This design comes from an exercise in tuning for small area, a short achievable clock period and few clock cycles per item on the open sky130 flow, not from production work.
The RTL was checked by simulation tests, not by an equivalence proof against the original design.

## flow/design.v (module list and top-level ports; edited modules follow where they fit)
// module PID: 807 lines
module PID(
    input clk,rst_n,
    input adc_complete,
    input [INPUT_BIT_WIDTH-1:0] sample,
    input wire signed[PARAMETER_BIT_WIDTH-1:0] target,
    input wire signed[PARAMETER_BIT_WIDTH-1:0] kp,
    input wire signed[PARAMETER_BIT_WIDTH-1:0] ki,
    input wire signed[PARAMETER_BIT_WIDTH-1:0] maximum_out,
    input wire signed[PARAMETER_BIT_WIDTH-1:0] minimum_out,
    input wire signed[PARAMETER_BIT_WIDTH-1:0] maximum_add,
    input wire signed[PARAMETER_BIT_WIDTH-1:0] minimum_add,
    output reg signed[PARAMETER_BIT_WIDTH-1:0] pi_out,
    output reg pi_valid
);
  // ...
==> flow/flow/run.sh <==
#!/bin/bash
set -euo pipefail
echo 'export BUFFER_PORTS_ARGS = -buffer_cell sky130_fd_sc_hd__buf_1' >> config.mk
echo 'export SYNTH_ARGS = -noabc' >> config.mk
bash standard.sh finish > standard_flow.log 2>&1
==> flow/standard.sh <==
#!/bin/bash
# synth_recipe.tcl (not shown) runs the flow's synth.tcl, then flattens the netlist and writes it again
# the make line also repeats each setting of config.mk as NAME=value (left out here)
make -C /OpenROAD-flow-scripts/flow DESIGN_CONFIG=/design/flow/config.mk WORK_HOME=/design/flow/orfs CLKGATE_MAP_FILE= SYNTH_SCRIPT=/design/flow/synth_recipe.tcl "${@:-finish}"
==> flow/config.mk <==
export PLATFORM = sky130hd
export DESIGN_NAME = PID
export DESIGN_NICKNAME = PID
export VERILOG_FILES = /design/flow/design.v
export SDC_FILE = /design/flow/constraint.sdc
export NUM_CORES = 4
export LEC_CHECK = 0
export ABC_AREA = 1
export CAP_MARGIN = 20
export CORE_MARGIN = 2
export CORE_UTILIZATION = 60
export SETUP_SLACK_MARGIN = 4
export SLEW_MARGIN = 20
export BUFFER_PORTS_ARGS = -buffer_cell sky130_fd_sc_hd__buf_1
export SYNTH_ARGS = -noabc
==> flow/constraint.sdc <==
create_clock -name core_clock -period 10.0 [get_ports {clk}]
set_input_delay 2.0000 -clock core_clock [delete_from_list [all_inputs] [get_ports {clk}]]
set_output_delay 2.0000 -clock core_clock [all_outputs]
set_load 0.01 [all_outputs]
==> reports/metrics.yaml, run 1 <==
port_buf_inserts: 223
clock_tree_from_tritoncts: "done"
setup_viol: 0
num-nets-final: 3818
ctsResizeCount: 1
finalHoldViolations: 0
run_status: "complete, no violations"
synth-seq-area-share: 0.178
post-synth-top-area-fraction: 0.208
layout.non_clock_inverters: 387
buffer_area_frac: 0.0414
synth_compound_area_frac: 0.128
setup.worst_path.end_class: "register"
post-synth-top-count-cell: "nand2_1"
worst-endpoint-arrival_ns: 6.12
gr-usage-met2: 0.616
post_synthesis_share_of_cell_area_spent_on_xor_and_xnor_gates: 0.111
synth.lib_cells_used.distinct: 54
finalMaxSlewViolations: 0
finalCriticalPeriod_ns: 5.71
route.detailed.vias_per_inst: 5.89
clock.fmax_ghz: 0.175
multi_input_comb_cells: 2339
postRouteAntennaNets: 0
period_share: 0.571
remaining_drc_errors: 0
postSynthNetCount: 3670
h_tree_level_count: 4
sequential_cell_area_mm2: 0.00427
seq_cells: 186
Testbench counts, summed over its fixed seeds: cycles 4,800, items 1,600.
==> run 2, diff against run 1 <==
--- a/flow/design.v
+++ b/flow/design.v
@@ -756,30 +756,142 @@
 wire rc729 = (us618 & uc617) | (~minimum_out[23] & (us618 ^ uc617));
 wire rs730 = us620 ^ uc619 ^ ~minimum_out[24];
 wire rc731 = (us620 & uc619) | (~minimum_out[24] & (us620 ^ uc619));
 wire rs732 = us622 ^ uc621 ^ ~minimum_out[25];
 wire rc733 = (us622 & uc621) | (~minimum_out[25] & (us622 ^ uc621));
 wire rs734 = us624 ^ uc623 ^ 1'b0;
 wire rc735 = (us624 & uc623) | (1'b0 & (us624 ^ uc623));
 wire rs736 = us626 ^ uc625 ^ 1'b0;
+wire gs737 = p1a_r[0] ^ p1b_r[0] ^ ~maximum_add[0];
+wire gc738 = (p1a_r[0] & p1b_r[0]) | (~maximum_add[0] & (p1a_r[0] ^ p1b_r[0]));
+wire gs739 = p1a_r[1] ^ p1b_r[1] ^ ~maximum_add[1];
+wire gc740 = (p1a_r[1] & p1b_r[1]) | (~maximum_add[1] & (p1a_r[1] ^ p1b_r[1]));
+wire gs741 = p1a_r[2] ^ p1b_r[2] ^ ~maximum_add[2];
+wire gc742 = (p1a_r[2] & p1b_r[2]) | (~maximum_add[2] & (p1a_r[2] ^ p1b_r[2]));
+wire gs743 = p1a_r[3] ^ p1b_r[3] ^ ~maximum_add[3];
+wire gc744 = (p1a_r[3] & p1b_r[3]) | (~maximum_add[3] & (p1a_r[3] ^ p1b_r[3]));
+wire gs745 = p1a_r[4] ^ p1b_r[4] ^ ~maximum_add[4];
+wire gc746 = (p1a_r[4] & p1b_r[4]) | (~maximum_add[4] & (p1a_r[4] ^ p1b_r[4]));
+wire gs747 = p1a_r[5] ^ p1b_r[5] ^ ~maximum_add[5];
+wire gc748 = (p1a_r[5] & p1b_r[5]) | (~maximum_add[5] & (p1a_r[5] ^ p1b_r[5]));
+wire gs749 = p1a_r[6] ^ p1b_r[6] ^ ~maximum_add[6];
+wire gc750 = (p1a_r[6] & p1b_r[6]) | (~maximum_add[6] & (p1a_r[6] ^ p1b_r[6]));
+wire gs751 = p1a_r[7] ^ p1b_r[7] ^ ~maximum_add[7];
+wire gc752 = (p1a_r[7] & p1b_r[7]) | (~maximum_add[7] & (p1a_r[7] ^ p1b_r[7]));
+wire gs753 = p1a_r[8] ^ p1b_r[8] ^ ~maximum_add[8];
+wire gc754 = (p1a_r[8] & p1b_r[8]) | (~maximum_add[8] & (p1a_r[8] ^ p1b_r[8]));
+wire gs755 = p1a_r[9] ^ p1b_r[9] ^ ~maximum_add[9];
+wire gc756 = (p1a_r[9] & p1b_r[9]) | (~maximum_add[9] & (p1a_r[9] ^ p1b_r[9]));
+wire gs757 = p1a_r[10] ^ p1b_r[10] ^ ~maximum_add[10];
+wire gc758 = (p1a_r[10] & p1b_r[10]) | (~maximum_add[10] & (p1a_r[10] ^ p1b_r[10]));
+wire gs759 = p1a_r[11] ^ p1b_r[11] ^ ~maximum_add[11];
+wire gc760 = (p1a_r[11] & p1b_r[11]) | (~maximum_add[11] & (p1a_r[11] ^ p1b_r[11]));
+wire gs761 = p1a_r[12] ^ p1b_r[12] ^ ~maximum_add[12];
+wire gc762 = (p1a_r[12] & p1b_r[12]) | (~maximum_add[12] & (p1a_r[12] ^ p1b_r[12]));
+wire gs763 = p1a_r[13] ^ p1b_r[13] ^ ~maximum_add[13];
+wire gc764 = (p1a_r[13] & p1b_r[13]) | (~maximum_add[13] & (p1a_r[13] ^ p1b_r[13]));
+wire gs765 = p1a_r[14] ^ p1b_r[14] ^ ~maximum_add[14];
+wire gc766 = (p1a_r[14] & p1b_r[14]) | (~maximum_add[14] & (p1a_r[14] ^ p1b_r[14]));
+wire gs767 = p1a_r[15] ^ p1b_r[15] ^ ~maximum_add[15];
+wire gc768 = (p1a_r[15] & p1b_r[15]) | (~maximum_add[15] & (p1a_r[15] ^ p1b_r[15]));
+wire gs769 = p1a_r[16] ^ p1b_r[16] ^ ~maximum_add[16];
+wire gc770 = (p1a_r[16] & p1b_r[16]) | (~maximum_add[16] & (p1a_r[16] ^ p1b_r[16]));
+wire gs771 = p1a_r[17] ^ p1b_r[17] ^ ~maximum_add[17];
+wire gc772 = (p1a_r[17] & p1b_r[17]) | (~maximum_add[17] & (p1a_r[17] ^ p1b_r[17]));
+wire gs773 = p1a_r[18] ^ p1b_r[18] ^ ~maximum_add[18];
+wire gc774 = (p1a_r[18] & p1b_r[18]) | (~maximum_add[18] & (p1a_r[18] ^ p1b_r[18]));
+wire gs775 = p1a_r[19] ^ p1b_r[19] ^ ~maximum_add[19];
+wire gc776 = (p1a_r[19] & p1b_r[19]) | (~maximum_add[19] & (p1a_r[19] ^ p1b_r[19]));
+wire gs777 = p1a_r[20] ^ p1b_r[20] ^ ~maximum_add[20];
+wire gc778 = (p1a_r[20] & p1b_r[20]) | (~maximum_add[20] & (p1a_r[20] ^ p1b_r[20]));
+wire gs779 = p1a_r[21] ^ p1b_r[21] ^ ~maximum_add[21];
+wire gc780 = (p1a_r[21] & p1b_r[21]) | (~maximum_add[21] & (p1a_r[21] ^ p1b_r[21]));
+wire gs781 = p1a_r[22] ^ p1b_r[22] ^ ~maximum_add[22];
+wire gc782 = (p1a_r[22] & p1b_r[22]) | (~maximum_add[22] & (p1a_r[22] ^ p1b_r[22]));
+wire gs783 = p1a_r[23] ^ p1b_r[23] ^ ~maximum_add[23];
+wire gc784 = (p1a_r[23] & p1b_r[23]) | (~maximum_add[23] & (p1a_r[23] ^ p1b_r[23]));
+wire gs785 = p1a_r[24] ^ p1b_r[24] ^ ~maximum_add[24];
+wire gc786 = (p1a_r[24] & p1b_r[24]) | (~maximum_add[24] & (p1a_r[24] ^ p1b_r[24]));
+wire gs787 = p1a_r[25] ^ p1b_r[25] ^ ~maximum_add[25];
+wire gc788 = (p1a_r[25] & p1b_r[25]) | (~maximum_add[25] & (p1a_r[25] ^ p1b_r[25]));
+wire gs789 = 1'b0 ^ 1'b0 ^ 1'b0;
+wire gc790 = (1'b0 & 1'b0) | (1'b0 & (1'b0 ^ 1'b0));
+wire gs791 = 1'b0 ^ 1'b0 ^ 1'b0;
+wire hs792 = p1a_r[0] ^ p1b_r[0] ^ ~minimum_add[0];
+wire hc793 = (p1a_r[0] & p1b_r[0]) | (~minimum_add[0] & (p1a_r[0] ^ p1b_r[0]));
+wire hs794 = p1a_r[1] ^ p1b_r[1] ^ ~minimum_add[1];
+wire hc795 = (p1a_r[1] & p1b_r[1]) | (~minimum_add[1] & (p1a_r[1] ^ p1b_r[1]));
+wire hs796 = p1a_r[2] ^ p1b_r[2] ^ ~minimum_add[2];
+wire hc797 = (p1a_r[2] & p1b_r[2]) | (~minimum_add[2] & (p1a_r[2] ^ p1b_r[2]));
+wire hs798 = p1a_r[3] ^ p1b_r[3] ^ ~minimum_add[3];
+wire hc799 = (p1a_r[3] & p1b_r[3]) | (~minimum_add[3] & (p1a_r[3] ^ p1b_r[3]));
+wire hs800 = p1a_r[4] ^ p1b_r[4] ^ ~minimum_add[4];
+wire hc801 = (p1a_r[4] & p1b_r[4]) | (~minimum_add[4] & (p1a_r[4] ^ p1b_r[4]));
+wire hs802 = p1a_r[5] ^ p1b_r[5] ^ ~minimum_add[5];
+wire hc803 = (p1a_r[5] & p1b_r[5]) | (~minimum_add[5] & (p1a_r[5] ^ p1b_r[5]));
+wire hs804 = p1a_r[6] ^ p1b_r[6] ^ ~minimum_add[6];
+wire hc805 = (p1a_r[6] & p1b_r[6]) | (~minimum_add[6] & (p1a_r[6] ^ p1b_r[6]));
+wire hs806 = p1a_r[7] ^ p1b_r[7] ^ ~minimum_add[7];
+wire hc807 = (p1a_r[7] & p1b_r[7]) | (~minimum_add[7] & (p1a_r[7] ^ p1b_r[7]));
+wire hs808 = p1a_r[8] ^ p1b_r[8] ^ ~minimum_add[8];
+wire hc809 = (p1a_r[8] & p1b_r[8]) | (~minimum_add[8] & (p1a_r[8] ^ p1b_r[8]));
+wire hs810 = p1a_r[9] ^ p1b_r[9] ^ ~minimum_add[9];
+wire hc811 = (p1a_r[9] & p1b_r[9]) | (~minimum_add[9] & (p1a_r[9] ^ p1b_r[9]));
+wire hs812 = p1a_r[10] ^ p1b_r[10] ^ ~minimum_add[10];
+wire hc813 = (p1a_r[10] & p1b_r[10]) | (~minimum_add[10] & (p1a_r[10] ^ p1b_r[10]));
+wire hs814 = p1a_r[11] ^ p1b_r[11] ^ ~minimum_add[11];
+wire hc815 = (p1a_r[11] & p1b_r[11]) | (~minimum_add[11] & (p1a_r[11] ^ p1b_r[11]));
+wire hs816 = p1a_r[12] ^ p1b_r[12] ^ ~minimum_add[12];
+wire hc817 = (p1a_r[12] & p1b_r[12]) | (~minimum_add[12] & (p1a_r[12] ^ p1b_r[12]));
+wire hs818 = p1a_r[13] ^ p1b_r[13] ^ ~minimum_add[13];
+wire hc819 = (p1a_r[13] & p1b_r[13]) | (~minimum_add[13] & (p1a_r[13] ^ p1b_r[13]));
+wire hs820 = p1a_r[14] ^ p1b_r[14] ^ ~minimum_add[14];
+wire hc821 = (p1a_r[14] & p1b_r[14]) | (~minimum_add[14] & (p1a_r[14] ^ p1b_r[14]));
+wire hs822 = p1a_r[15] ^ p1b_r[15] ^ ~minimum_add[15];
+wire hc823 = (p1a_r[15] & p1b_r[15]) | (~minimum_add[15] & (p1a_r[15] ^ p1b_r[15]));
+wire hs824 = p1a_r[16] ^ p1b_r[16] ^ ~minimum_add[16];
+wire hc825 = (p1a_r[16] & p1b_r[16]) | (~minimum_add[16] & (p1a_r[16] ^ p1b_r[16]));
+wire hs826 = p1a_r[17] ^ p1b_r[17] ^ ~minimum_add[17];
+wire hc827 = (p1a_r[17] & p1b_r[17]) | (~minimum_add[17] & (p1a_r[17] ^ p1b_r[17]));
+wire hs828 = p1a_r[18] ^ p1b_r[18] ^ ~minimum_add[18];
+wire hc829 = (p1a_r[18] & p1b_r[18]) | (~minimum_add[18] & (p1a_r[18] ^ p1b_r[18]));
+wire hs830 = p1a_r[19] ^ p1b_r[19] ^ ~minimum_add[19];
+wire hc831 = (p1a_r[19] & p1b_r[19]) | (~minimum_add[19] & (p1a_r[19] ^ p1b_r[19]));
+wire hs832 = p1a_r[20] ^ p1b_r[20] ^ ~minimum_add[20];
+wire hc833 = (p1a_r[20] & p1b_r[20]) | (~minimum_add[20] & (p1a_r[20] ^ p1b_r[20]));
+wire hs834 = p1a_r[21] ^ p1b_r[21] ^ ~minimum_add[21];
+wire hc835 = (p1a_r[21] & p1b_r[21]) | (~minimum_add[21] & (p1a_r[21] ^ p1b_r[21]));
+wire hs836 = p1a_r[22] ^ p1b_r[22] ^ ~minimum_add[22];
+wire hc837 = (p1a_r[22] & p1b_r[22]) | (~minimum_add[22] & (p1a_r[22] ^ p1b_r[22]));
+wire hs838 = p1a_r[23] ^ p1b_r[23] ^ ~minimum_add[23];
+wire hc839 = (p1a_r[23] & p1b_r[23]) | (~minimum_add[23] & (p1a_r[23] ^ p1b_r[23]));
+wire hs840 = p1a_r[24] ^ p1b_r[24] ^ ~minimum_add[24];
+wire hc841 = (p1a_r[24] & p1b_r[24]) | (~minimum_add[24] & (p1a_r[24] ^ p1b_r[24]));
+wire hs842 = p1a_r[25] ^ p1b_r[25] ^ ~minimum_add[25];
+wire hc843 = (p1a_r[25] & p1b_r[25]) | (~minimum_add[25] & (p1a_r[25] ^ p1b_r[25]));
+wire hs844 = 1'b0 ^ 1'b0 ^ 1'b0;
+wire hc845 = (1'b0 & 1'b0) | (1'b0 & (1'b0 ^ 1'b0));
+wire hs846 = 1'b0 ^ 1'b0 ^ 1'b0;
 wire [25:0] ta = {fc558, fc532, fc508, fc484, fc462, fc440, fc420, fc400, fc382, fc364, fc348, fc332, fc318, fc304, fc292, fc280, fc270, fc260, fs257, fc244, fc238, fs235, fc228, bd1p32, fs223, fs221};
 wire [25:0] tb = {fs571, fs557, fs531, fs507, fs483, fs461, fs439, fs419, fs399, fs381, fs363, fs347, fs331, fs317, fs303, fs291, fs279, fs269, fs259, fs251, fs243, fs237, fs231, fs227, bd0p4, bd0p3};
 wire [25:0] ua = s3 ? p1a_r : (s2 ? minimum_add : maximum_add);
 wire [25:0] ub = p1b_r & {26{s3}};
 wire [27:0] up = {us626, us624, us622, us620, us618, us616, us614, us612, us610, us608, us606, us604, us602, us600, us598, us596, us594, us592, us590, us588, us586, us584, us582, us580, us578, us576, us574, us572} + {uc625, uc623, uc621, uc619, uc617, uc615, uc613, uc611, uc609, uc607, uc605, uc603, uc601, uc599, uc597, uc595, uc593, uc591, uc589, uc587, uc585, uc583, uc581, uc579, uc577, uc575, uc573, 1'b0};                 
 wire [27:0] uq = {qs681, qs679, qs677, qs675, qs673, qs671, qs669, qs667, qs665, qs663, qs661, qs659, qs657, qs655, qs653, qs651, qs649, qs647, qs645, qs643, qs641, qs639, qs637, qs635, qs633, qs631, qs629, qs627} + {qc680, qc678, qc676, qc674, qc672, qc670, qc668, qc666, qc664, qc662, qc660, qc658, qc656, qc654, qc652, qc650, qc648, qc646, qc644, qc642, qc640, qc638, qc636, qc634, qc632, qc630, qc628, 1'b0};                 
 wire [27:0] ur = {rs736, rs734, rs732, rs730, rs728, rs726, rs724, rs722, rs720, rs718, rs716, rs714, rs712, rs710, rs708, rs706, rs704, rs702, rs700, rs698, rs696, rs694, rs692, rs690, rs688, rs686, rs684, rs682} + {rc735, rc733, rc731, rc729, rc727, rc725, rc723, rc721, rc719, rc717, rc715, rc713, rc711, rc709, rc707, rc705, rc703, rc701, rc699, rc697, rc695, rc693, rc691, rc689, rc687, rc685, rc683, 1'b1};                 
 wire [25:0] ut = up[25:0];
 wire u_hi = ut[25] ^ maximum_out[25] ^ uq[26] ^ up[26];
 wire u_lo = ut[25] ^ ~minimum_out[25] ^ ur[26] ^ up[26];
 wire signed [25:0] u = u_hi ? maximum_out : (u_lo ? minimum_out : ut);
-wire signed [25:0] s_r = p1a_r + p1b_r;
-wire a_hi = s_r > maximum_add;
-wire a_lo = s_r < minimum_add;
+wire [27:0] fp = {2'b0, p1a_r} + {2'b0, p1b_r};    
+wire [27:0] fg = {gs791, gs789, gs787, gs785, gs783, gs781, gs779, gs777, gs775, gs773, gs771, gs769, gs767, gs765, gs763, gs761, gs759, gs757, gs755, gs753, gs751, gs749, gs747, gs745, gs743, gs741, gs739, gs737} + {gc790, gc788, gc786, gc784, gc782, gc780, gc778, gc776, gc774, gc772, gc770, gc768, gc766, gc764, gc762, gc760, gc758, gc756, gc754, gc752, gc750, gc748, gc746, gc744, gc742, gc740, gc738, 1'b0};                 
+wire [27:0] fh = {hs846, hs844, hs842, hs840, hs838, hs836, hs834, hs832, hs830, hs828, hs826, hs824, hs822, hs820, hs818, hs816, hs814, hs812, hs810, hs808, hs806, hs804, hs802, hs800, hs798, hs796, hs794, hs792} + {hc845, hc843, hc841, hc839, hc837, hc835, hc833, hc831, hc829, hc827, hc825, hc823, hc821, hc819, hc817, hc815, hc813, hc811, hc809, hc807, hc805, hc803, hc801, hc799, hc797, hc795, hc793, 1'b1};                 
+wire a_hi = fp[25] ^ maximum_add[25] ^ fg[26] ^ fp[26];
+wire a_lo = fp[25] ^ ~minimum_add[25] ^ fh[26] ^ fp[26];
 wire signed [25:0] t_new = a_hi ? c_b : (a_lo ? c_a : u);
 always @(posedge clk or negedge rst_n) begin
     if (!rst_n) begin
         adc_q <= 1'b0;
         s2 <= 1'b0;
         s3 <= 1'b0;
         pi_valid <= 1'b0;
         pi_out <= 26'd0;
==> flow/run.sh (new file) <==
#!/bin/bash
# synth_recipe.tcl (not shown) runs the flow's synth.tcl, then flattens the netlist and writes it again
# the make line also repeats each setting of config.mk as NAME=value (left out here)
make -C /OpenROAD-flow-scripts/flow DESIGN_CONFIG=/design/flow/config.mk WORK_HOME=/design/flow/orfs CLKGATE_MAP_FILE= SYNTH_SCRIPT=/design/flow/synth_recipe.tcl finish
==> flow/config.mk (replaced) <==
export PLATFORM = sky130hd
export DESIGN_NAME = PID
export DESIGN_NICKNAME = PID
export VERILOG_FILES = /design/flow/design.v
export SDC_FILE = /design/flow/constraint.sdc
export NUM_CORES = 4
export LEC_CHECK = 0
export CAP_MARGIN = 20
export CORE_MARGIN = 2
export CORE_UTILIZATION = 40
export SETUP_SLACK_MARGIN = 2
export SLEW_MARGIN = 20
removed: flow/flow/run.sh
removed: flow/standard.sh
==> run 2 against run 1 <==
Effect of this change:
- utilization fell by 20 points
- final cell count is 13% higher
- maximum frequency fell by 23%
- die area up 70%
- count of clock-buffer cells in the layout fell by 1
- largest cell class unchanged
- first-iteration DRC count is 17% higher
- still clean on timing, DRC and antenna
==> reports/metrics.yaml, run 2 <==
post-synth-top-count-cell: "inv_1"  # was nand2_1
cp_max_fo: 19  # was 36
run_status: "complete, no violations"  # unchanged
wire_length_of_the_first_global_routing_pass_um: 140000  # was 116000 um
post_synth.cell_area_avg_um2: 8.54  # was 7.90 um^2
synth.cell_area_mm2: 0.0275  # was 0.0239 mm^2
dominant_register_cell_in_the_synthesized_netlist: "dfrtp_1"  # unchanged
drt_iter0_markers: 2037  # was 1740
finalMaxSlewViolations: 0  # unchanged
antenna_found_initial: 0  # unchanged
post_synth_fa_ha_maj_area_fraction: 0.316  # was 0.308
synth_top_area_cells: "fa_1 22%, dfrtp_1 9.8%, ha_1 8.5%"  # was fa_1 21%, dfrtp_1 11%, ha_1 10%
timing.critical_path.to: "pi_out[2]"  # was p1b_r[25]
postSynthCellCount: 3215  # was 3033
timing.max_cap.violations: 0  # unchanged
multi_input_area_mm2: 0.0209  # was 0.0179 mm^2
rsz0062_at_grt: "false"  # unchanged
synth_warnings: 1  # unchanged
crit_required_ns: 10.41  # about the same
drive_above_1_share: 0.0573  # was 0.0385
finalHoldViolations: 0  # unchanged
critical_path.reg2reg.startpoint: "s2"  # unchanged
post_cts_setup_driven_buffer_insertion_count: 0  # was 1
ctsResizeCount: 0  # was 1
cts_hold_buffers: 0  # unchanged
period_share: 0.744  # was 0.571
clock_path_buffers: 2  # unchanged
die_span_in_x_um: 266  # was 204 um
yosysTopAreaCell: "fa_1"  # unchanged
num-nets-final: 3984  # was 3818
timing.setup.critical_path_class: "in2reg"  # was reg2reg
postRouteAntennaNets: 0  # unchanged
synth_compound_area_frac: 0.214  # was 0.128
postSynthNetCount: 3898  # was 3670
finalSetupTns_ns: 0  # unchanged
synth_simple_gate_area_share: 0.101  # was 0.187
synthArstFlopShare: 0.581  # unchanged
clock_latency_ns: 0.51  # about the same
cts.clk_slew.worst_paths_ns: 0.09  # was 0.08 ns
clock_root_buffer: "clkbuf_16"  # unchanged
dominant_combinational_cell_family_by_area_after_synthesis: "adder cells"  # unchanged
setup.worst_path.end_class: "register"  # unchanged
commonest_cells_after_routing_fill_and_taps_aside: "414 x inv_1, 299 x fa_1, 239 x o21ai_0"  # was 503 x nand2_1, 384 x inv_1, 262 x nor2_1
initial_core_util: 0.402  # was 0.605
timing.rr.end: "pi_out[2]"  # was p1b_r[25]
ys_top_cells_by_count: "414 x inv_1, 299 x fa_1, 240 x o21ai_0, 227 x nand2_1, 200 x a21oi_1"  # was 504 x nand2_1, 385 x inv_1, 265 x nor2_1, 249 x fa_1, 238 x xor2_1
drt_first_pass_iters: 6  # was 7
timing.critical_path.from: "minimum_add[25]"  # was s2
post_drt_wl_per_cell_um: 21.3  # was 19.5 um
areaGrowthSynthToFinish_pct: 13.2  # was 8.15%
route.vias.total: 23676  # was 21897
num_antenna_cells: 0  # unchanged
yosys-mux-area-fraction: 0.0267  # was 0.00507
grt_use_total: 0.259  # was 0.362
maximum_number_of_pins_on_one_net_before_global_route_repair: 60  # was 77
synth.lib_cells_used.distinct: 79  # was 54
gp_routability_congestion: 0.924  # was 0.966
sequential_cell_area_mm2: 0.00427  # about the same
dieHeight_um: 266  # was 204 um
clock.fmax_ghz: 0.134  # was 0.175 GHz
clock_tree_from_tritoncts: "done"  # unchanged
remaining_drc_errors: 0  # unchanged
crit_path_start_kind: "input port"  # was register
core_area_mm2: 0.0683  # was 0.0395 mm^2
worst-endpoint-arrival_ns: 7.85  # was 6.12 ns
dieArea_mm2: 0.0708  # was 0.0415 mm^2
placement_rows: 96  # was 73
post-synth-top-area-fraction: 0.218  # was 0.208
maxSlewHeadroom: 0.304  # was 0.284
cts_made_buffers: 17  # unchanged
tightestPinTransition_ns: 1.04  # was 1.07 ns
route.detailed.vias_per_inst: 5.64  # was 5.89
setup_viol: 0  # unchanged
reg2reg_slack_ns: 3.05  # was 4.29 ns
drt_total_wl_um: 89400  # was 72600 um
port_buf_inserts: 223  # unchanged
fin_skew_ns: 0.0223  # was 0.0134 ns
h_tree_level_count: 4  # unchanged
grt_remaining_overflow: 0  # unchanged
post-dp-hpwl_um: 69900  # was 57600 um
io_pins: 224  # unchanged
post_synthesis_share_of_cell_area_spent_on_xor_and_xnor_gates: 0.0997  # was 0.111
ys_ff_latch: 186  # unchanged
finalCriticalPeriod_ns: 7.44  # was 5.71 ns
worst_hold_path_type: "reg2reg"  # unchanged
cts.sinks: 186  # unchanged
n_fill_cell: 6714  # was 3480
reg2reg_depth: 18  # was 17
synth_enable_flop_cells: 0  # unchanged
synth-seq-area-share: 0.155  # was 0.178
first_global_vias: 23925  # was 22454
layout_commonest_cell: "inv_1"  # was nand2_1
## run 2: cell types whose count changed in the layout (fill, tap and decap cells not counted), moves of 61 or more
cell,before,now
nand3_1,203,22
nand2_1,503,226
xor2_1,238,150
o221ai_1,2,85
buf_1,222,0
nor2_1,262,192
o21ai_0,81,239
clkdlybuf4s50_1,0,222
o22ai_1,155,94
xnor2_1,41,157
## run 2: area by class of cell
| class | instances | area share |
|---|---|---|
| clock buffers | 17 | 0.0137 |
| clock inverters | 15 | 0.00543 |
| inverters | 415 | 0.0501 |
| multi-input cells | 2398 | 0.671 |
| flip-flops and latches | 186 | 0.137 |
| well taps | 882 | 0.0355 |
| repair buffers | 283 | 0.0866 |
## run 2: cell families (layout without fill, tap and decap cells)
logic type | after synthesis | in the layout
AOI/OAI and AO/OA | 882 | 882
DFF | 186 | 186
adders and majority gates | 522 | 522
buffers and inverters | 631 | 730
xor gates and xnor gates | 311 | 311
muxes | 71 | 71
and+or+nand+nor | 612 | 612
## run 2: worst min path at each step
stage               cells after the start  endpoint  startpoint  slack, ns
floorplan                               0    c_b[0]      c_a[0]       0.33
global placement                        0   c_b[25]     c_a[25]       0.34
detailed placement                      0   c_b[14]     c_a[14]       0.34
CTS                                     0   c_b[12]     c_a[12]       0.35
global route                            0   c_b[14]     c_a[14]       0.36
finish                                  0   c_b[13]     c_a[13]       0.35
## run 2: worst max-delay path, cell delays in order
cell and delay (ns):
clkdlybuf4s50_1 0.47, mux2i_1 0.15, o21ai_0 0.18, fa_1 0.59, inv_1 0.09, fa_1 0.52, inv_1 0.05, ha_1 0.28
nand4_1 0.22, nor4_1 0.56, o211ai_1 0.26, o211ai_1 0.31, xnor2_1 0.28, nor4b_2 0.88, or2_1 0.20, buf_4 0.38
a221oi_2 0.15, o221a_2 0.24
## run 2: metrics by stage
stage / hold WS [ns] / util / setup slack (ns) / area, um^2 / cells
5_1_grt: 0.357 / 0.455 / 2.36 / 31100 / 4196
2_1_floorplan: 0.332 / - / 3.34 / 27500 / 3215
4_1_cts: 0.355 / 0.455 / 2.49 / 31100 / 4195
3_5_place_dp: 0.338 / 0.446 / 1.95 / 30500 / 4163
6_report: 0.354 / 0.455 / 2.56 / 31100 / 4196
3_3_place_gp: 0.336 / 0.446 / 1.98 / 30500 / 4163
## run 2: per-layer routing
metal / vias up / global-route usage / share of wire
met4: 0 / 0.114 / 0.049
met2: 964 / 0.416 / 0.46
met1: 11327 / 0.346 / 0.43
met3: 201 / 0.0388 / 0.067
li1: 11184 / - / -
met5: - / 0 / 0
Testbench counts of run 2, summed over its fixed seeds: cycles 4,800, items 1,600.
==> run 3, diff against run 2 <==
--- a/flow/config.mk
+++ b/flow/config.mk
@@ -8,5 +8,5 @@
 export CAP_MARGIN = 20
 export CORE_MARGIN = 2
 export CORE_UTILIZATION = 40
-export SETUP_SLACK_MARGIN = 2
+export SETUP_SLACK_MARGIN = 3
 export SLEW_MARGIN = 20
==> run 3 against run 2 <==
Effect of this change:
- sequential cell count stayed put
- die area stayed put
- critical path type unchanged
==> reports/metrics.yaml, run 3 <==
dieArea_mm2: 0.0708  # unchanged
fin_skew_ns: 0.0216  # was 0.0223 ns
post_synth.cell_area_avg_um2: 8.54  # unchanged
tightestPinTransition_ns: 1.01  # was 1.04 ns
drt_iter0_markers: 2059  # was 2037
route.vias.total: 23681  # was 23676
cts_hold_buffers: 0  # unchanged
hold_path_end: "c_b[13]"  # unchanged
die_span_in_x_um: 266  # unchanged
critical_path.reg2reg.startpoint: "s2"  # unchanged
postSynthNetCount: 3898  # unchanged
synth-seq-area-share: 0.155  # unchanged
timing.max_cap.violations: 0  # unchanged
areaGrowthSynthToFinish_pct: 13.4  # was 13.2%
maxSlewHeadroom: 0.326  # was 0.304
gr-usage-met2: 0.416  # about the same
period_share: 0.679  # was 0.744
clock_path_buffers: 2  # unchanged
grt_use_total: 0.259  # about the same
synthArstFlopShare: 0.581  # unchanged
post-synth-top-count-cell: "inv_1"  # unchanged
multi_input_area_mm2: 0.0209  # about the same
post-synth-top-area-fraction: 0.218  # unchanged
sequential_cell_area_mm2: 0.00427  # unchanged
pre_cts_ws_ns: 1.95  # unchanged
run_status: "complete, no violations"  # unchanged
cts.sinks: 186  # unchanged
first_global_vias: 23910  # was 23925
synth.cell_area_mm2: 0.0275  # unchanged
drt_total_wl_um: 89300  # was 89400 um
worst_path_largest_cell_delay_ns: 0.59  # was 0.88 ns
layout_commonest_cell: "inv_1"  # unchanged
critical-path-slowest-cell: "fa_1"  # was nor4b_2
hold_path_startpoint: "c_a[13]"  # unchanged
num-nets-final: 3986  # was 3984
path_delay_family: "adder cells"  # was simple AND/OR/NAND/NOR gates
timing.setup.critical_path_class: "in2reg"  # unchanged
global_route.usage.met1: 0.346  # about the same
crit_path_start_kind: "input port"  # unchanged
crit_required_ns: 10.40  # was 10.41 ns
initial_core_util: 0.402  # unchanged
antenna_found_initial: 0  # unchanged
reg2reg_depth: 19  # was 18
drive_above_1_share: 0.0588  # was 0.0573
cts.clk_slew.worst_paths_ns: 0.08  # was 0.09 ns
timing.rr.end: "pi_out[7]"  # was pi_out[2]
worst_hold_slack_ns: 0.354  # about the same
reg2reg_slack_ns: 3.70  # was 3.05 ns
postSynthCellCount: 3215  # unchanged
remaining_drc_errors: 0  # unchanged
post_drt_wl_per_cell_um: 21.3  # about the same
maximum_number_of_pins_on_one_net_before_global_route_repair: 60  # unchanged
gr-usage-met3: 0.0388  # unchanged
clock_tree_from_tritoncts: "done"  # unchanged
worstPathBufferInverterCount: 4  # unchanged
core_area_mm2: 0.0683  # unchanged
clock_latency_ns: 0.51  # about the same
setup.worst_path.end_class: "register"  # unchanged
placement_rows: 96  # unchanged
dieHeight_um: 266  # unchanged
n_fill_cell: 6709  # was 6714
grt_most_used_layer: "met2"  # unchanged
critical_path_cell_sequence: "clkdlybuf4s50_1 > mux2i_1 > o21ai_0 > fa_1 > inv_1 > fa_1 > inv_1 > ha_1 > nand4_1 > nor4_2 > o211ai_1 > o211ai_1 > xnor2_2 > or2_2 > nor3_1 > a21o_1 > buf_6 > a221oi_2 > o221a_2"  # was clkdlybuf4s50_1 > mux2i_1 > o21ai_0 > fa_1 > inv_1 > fa_1 > inv_1 > ha_1 > nand4_1 > nor4_1 > o211ai_1 > o211ai_1 > xnor2_1 > nor4b_2 > or2_1 > buf_4 > a221oi_2 > o221a_2
finalCriticalPeriod_ns: 6.79  # was 7.44 ns
clock_root_buffer: "clkbuf_16"  # unchanged
drt_first_pass_iters: 6  # unchanged
worst-endpoint-arrival_ns: 7.18  # was 7.85 ns
dominant_register_cell_in_the_synthesized_netlist: "dfrtp_1"  # unchanged
postRouteAntennaNets: 0  # unchanged
num_antenna_cells: 0  # unchanged
ys_top_cells_by_count: "414 x inv_1, 299 x fa_1, 240 x o21ai_0, 227 x nand2_1, 200 x a21oi_1"  # unchanged
postLayoutSetupSlackWorst_ns: 3.21  # was 2.56 ns
route.detailed.vias_per_inst: 5.64  # about the same
finalSetupTns_ns: 0  # unchanged
yosysTopAreaCell: "fa_1"  # unchanged
h_tree_level_count: 4  # unchanged
clock.fmax_ghz: 0.147  # was 0.134 GHz
cp_max_fo: 19  # unchanged
rsz0062_at_grt: "false"  # unchanged
cts_made_buffers: 17  # unchanged
setup_viol: 0  # unchanged
synth_enable_flop_cells: 0  # unchanged
ys_ff_latch: 186  # unchanged
wire_length_of_the_first_global_routing_pass_um: 140000  # about the same
commonest_cells_after_routing_fill_and_taps_aside: "414 x inv_1, 299 x fa_1, 239 x o21ai_0"  # unchanged
finalHoldViolations: 0  # unchanged
synth_top_area_cells: "fa_1 22%, dfrtp_1 9.8%, ha_1 8.5%"  # unchanged
synth.lib_cells_used.distinct: 79  # unchanged
holdPathStages: 0  # unchanged
gp_routability_congestion: 0.924  # unchanged
finalMaxSlewViolations: 0  # unchanged
grt_remaining_overflow: 0  # unchanged
io_pins: 224  # unchanged
post-dp-hpwl_um: 69900  # unchanged
worst_hold_path_type: "reg2reg"  # unchanged
synth_warnings: 1  # unchanged
port_buf_inserts: 223  # unchanged
run 3: kinds of logic after synthesis:
group                      Yosys count  share of synthesized area
AOI/OAI and AO/OA                  882                      0.214
xor gates and xnor gates           311                     0.0997
DFF                                186                      0.155
adders and majority gates          522                      0.316
and+or+nand+nor                    612                      0.101
buffers and inverters              631                     0.0878
muxes                               71                     0.0267
run 3: cell type report:
type                       count  area share
timing repair buffer         285      0.0871
clock inverter                15     0.00542
clock buffer                  17      0.0137
sequential                   186       0.137
inverter                     415      0.0500
tap                          882      0.0354
multi-input combinational   2398       0.671
run 3: how the worst max path moves through the flow:
stage	slack (ns)	from	end	depth (start not counted)
after floorplan	3.34	s2	pi_out[10]	25
after global placement	1.98	minimum_add[25]	pi_out[1]	18
after detailed placement	1.95	minimum_add[25]	pi_out[1]	18
after CTS	3.03	minimum_add[25]	pi_out[3]	19
after global routing	3.01	minimum_add[25]	pi_out[7]	19
final	3.21	minimum_add[25]	pi_out[7]	19
run 3: routing by layer:
layer,vias to the layer above,share of wire
li1,11195,-
met1,11311,0.43
met2,974,0.46
met3,201,0.069
met4,0,0.048
met5,-,0
run 3: stage by stage:
stage | instance area [um^2] | cells | utilization
finish | 31200 | 4198 | 0.456
global route | 31200 | 4198 | 0.456
CTS | 31100 | 4196 | 0.456
detailed placement | 30500 | 4163 | 0.446
global placement | 30500 | 4163 | 0.446
floorplan | 27500 | 3215 | -
run 3: what timing repair did:
item / in CTS / in global routing
resized for setup: 5 / 4
setup endpoints to repair: 50 / 30
hold endpoints to repair: 0 / 0
setup buffers: 1 / 1
pin swaps: 1 / 1
==> run 4, diff against run 3 <==
--- a/flow/config.mk
+++ b/flow/config.mk
@@ -8,5 +8,4 @@
 export CAP_MARGIN = 20
 export CORE_MARGIN = 2
 export CORE_UTILIZATION = 40
-export SETUP_SLACK_MARGIN = 3
 export SLEW_MARGIN = 20
==> run 4 against run 3 <==
Effect of this change:
- still clean
- non-clock buffer count shrank 2
- utilization shrank 0.077 points
- hold slack is essentially flat
==> reports/metrics.yaml, run 4 <==
run_status: "complete, no violations"  # unchanged
cp_max_fo: 19  # unchanged
layout_commonest_cell: "inv_1"  # unchanged
post_cts_setup_driven_buffer_insertion_count: 0  # was 1
ctsResizeCount: 0  # was 5
synth.cell_area_mm2: 0.0275  # unchanged
synthArstFlopShare: 0.581  # unchanged
timing.max_cap.violations: 0  # unchanged
reg2reg_slack_ns: 3.05  # was 3.70 ns
synth_top_area_cells: "fa_1 22%, dfrtp_1 9.8%, ha_1 8.5%"  # unchanged
finalCriticalPeriod_ns: 7.44  # was 6.79 ns
postRouteAntennaNets: 0  # unchanged
synth_enable_flop_cells: 0  # unchanged
setup.worst_path.end_class: "register"  # unchanged
crit_path_start_kind: "input port"  # unchanged
ys_top_cells_by_count: "414 x inv_1, 299 x fa_1, 240 x o21ai_0, 227 x nand2_1, 200 x a21oi_1"  # unchanged
post_synth.cell_area_avg_um2: 8.54  # unchanged
clock.fmax_ghz: 0.134  # was 0.147 GHz
remaining_drc_errors: 0  # unchanged
route.vias.total: 23676  # was 23681
cts_hold_buffers: 0  # unchanged
cts.sinks: 186  # unchanged
finalSetupTns_ns: 0  # unchanged
areaGrowthSynthToFinish_pct: 13.2  # was 13.4%
period_share: 0.744  # was 0.679
clock_root_buffer: "clkbuf_16"  # unchanged
layout.core_utilization: 0.455  # was 0.456
dieHeight_um: 266  # unchanged
io_pins: 224  # unchanged
grt_remaining_overflow: 0  # unchanged
postSynthNetCount: 3898  # unchanged
synth-seq-area-share: 0.155  # unchanged
timing.rr.end: "pi_out[2]"  # was pi_out[7]
initial_core_util: 0.402  # unchanged
reg2reg_depth: 18  # was 19
drt_total_wl_um: 89400  # was 89300 um
dominant_register_cell_in_the_synthesized_netlist: "dfrtp_1"  # unchanged
yosysTopAreaCell: "fa_1"  # unchanged
port_buf_inserts: 223  # unchanged
antenna_found_initial: 0  # unchanged
post-synth-top-count-cell: "inv_1"  # unchanged
core_area_mm2: 0.0683  # unchanged
drive_above_1_share: 0.0573  # was 0.0588
detailed_place.area_mm2: 0.0305  # unchanged
gp_routability_congestion: 0.924  # unchanged
num_antenna_cells: 0  # unchanged
post_drt_wl_per_cell_um: 21.3  # about the same
cts.clk_slew.worst_paths_ns: 0.09  # was 0.08 ns
num-nets-final: 3984  # was 3986
drt_iter0_markers: 2037  # was 2059
postSynthCellCount: 3215  # unchanged
finish.cell_count_without_fillers: 4196  # was 4198
timing.critical_path.from: "minimum_add[25]"  # unchanged
cts_made_buffers: 17  # unchanged
drt_first_pass_iters: 6  # unchanged
grt_use_total: 0.259  # about the same
fin_skew_ns: 0.0223  # was 0.0216 ns
timing.setup.critical_path_class: "in2reg"  # unchanged
rsz0062_at_grt: "false"  # unchanged
critical_path.reg2reg.startpoint: "s2"  # unchanged
crit_required_ns: 10.41  # was 10.40 ns
synth.lib_cells_used.distinct: 79  # unchanged
worst-endpoint-arrival_ns: 7.85  # was 7.18 ns
worst_hold_path_type: "reg2reg"  # unchanged
setup_viol: 0  # unchanged
finalHoldViolations: 0  # unchanged
route.detailed.vias_per_inst: 5.64  # about the same
post-dp-hpwl_um: 69900  # unchanged
timing.critical_path.to: "pi_out[2]"  # was pi_out[7]
hold_path_startpoint: "c_a[13]"  # unchanged
ys_ff_latch: 186  # unchanged
dieArea_mm2: 0.0708  # unchanged
finalMaxSlewViolations: 0  # unchanged
die_span_in_x_um: 266  # unchanged
tightestPinTransition_ns: 1.04  # was 1.01 ns
first_global_vias: 23925  # was 23910
maxSlewHeadroom: 0.304  # was 0.326
maximum_number_of_pins_on_one_net_before_global_route_repair: 60  # unchanged
clock_path_buffers: 2  # unchanged
finalInstanceArea_mm2: 0.0311  # was 0.0312 mm^2
clock_tree_from_tritoncts: "done"  # unchanged
post-place-cells: 4163  # unchanged
wire_length_of_the_first_global_routing_pass_um: 140000  # about the same
clock_latency_ns: 0.51  # about the same
placement_rows: 96  # unchanged
h_tree_level_count: 4  # unchanged
post-synth-top-area-fraction: 0.218  # unchanged
synth_warnings: 1  # unchanged
commonest_cells_after_routing_fill_and_taps_aside: "414 x inv_1, 299 x fa_1, 239 x o21ai_0"  # unchanged
[run 4: changes by cell type in the layout (fill, tap and decap cells not counted), sizes merged]
cell	before	now
buf	62	60
[run 4: how the worst min path moves through the flow]
stage | to | slack, ns | cells past startpoint
5_1_grt | c_b[14] | 0.36 | 0
3_5_place_dp | c_b[14] | 0.34 | 0
3_3_place_gp | c_b[25] | 0.34 | 0
6_report | c_b[13] | 0.35 | 0
4_1_cts | c_b[12] | 0.35 | 0
2_1_floorplan | c_b[0] | 0.33 | 0
[run 4: per-stage QoR]
step	worst slack, ns	hold slack, ns
6_report	2.56	0.354
5_1_grt	2.36	0.357
4_1_cts	2.49	0.355
3_5_place_dp	1.95	0.338
3_3_place_gp	1.98	0.336
2_1_floorplan	3.34	0.332
[run 4: worst max-delay path: stages]
cell and delay (ns):
clkdlybuf4s50_1 0.47, mux2i_1 0.15, o21ai_0 0.18, fa_1 0.59, inv_1 0.09, fa_1 0.52, inv_1 0.05, ha_1 0.28
nand4_1 0.22, nor4_1 0.56, o211ai_1 0.26, o211ai_1 0.31, xnor2_1 0.28, nor4b_2 0.88, or2_1 0.20, buf_4 0.38
a221oi_2 0.15, o221a_2 0.24
[run 4: kinds of logic after synthesis]
kind of cell,Yosys count,synth area share
adders and majority gates,522,0.316
buffers and inverters,631,0.0878
AOI/OAI and AO/OA,882,0.214
and+or+nand+nor,612,0.101
xor gates and xnor gates,311,0.0997
DFF,186,0.155
muxes,71,0.0267
[run 4: area by class of cell]
class                           instances  area, um^2
Sequential cell                       186        4270
Inverter                              415        1560
Multi-Input combinational cell       2398       20900
Clock inverter                         15         169
Tap cell                              882        1100
Timing Repair Buffer                  283        2690
Clock buffer                           17         425
Fill cell                            6714       37200
[run 4: layer usage]
layer  global-route usage  up-vias  wire length, um
met5                    0        -                0
met4                0.114        0             4370
met3               0.0388      201             6030
met2                0.416      964            40800
met1                0.346    11327            38200
li1                     -    11184                -

re-timing with driven ports:
The flow's constraints put no driver on any port. The routed layouts listed below were extracted and timed again, unchanged, in two steps. Step 1: set_driving_cell puts a clkbuf_16 on clk and a buf_2 on each other input, an assumption about the parent block. Step 2, shift: input delay + t, output delay - t, t = (earliest + latest rising clock arrival at the registers) / 2. This alone moves slack from input paths to output paths. Three values: ideal, step 1, step 2; two values: the first two.
run | t (ns) | slack for setup (ns) | worst setup path after step 2 | worst slew at a driven data input, ns | pins driven straight from the clock port
run 1 | 0.562 | 4.291 / 4.291 / 3.779 | input to register | 0.05 | 1
run 2 | 0.554 | 2.561 / 2.590 / 2.036 | input to register | 0.05 | 1
run 3 | 0.554 | 3.211 / 3.240 / 2.686 | input to register | 0.05 | 1
run 4 | 0.554 | 2.561 / 2.590 / 2.036 | input to register | 0.05 | 1
After both steps every run listed still meets setup and hold.
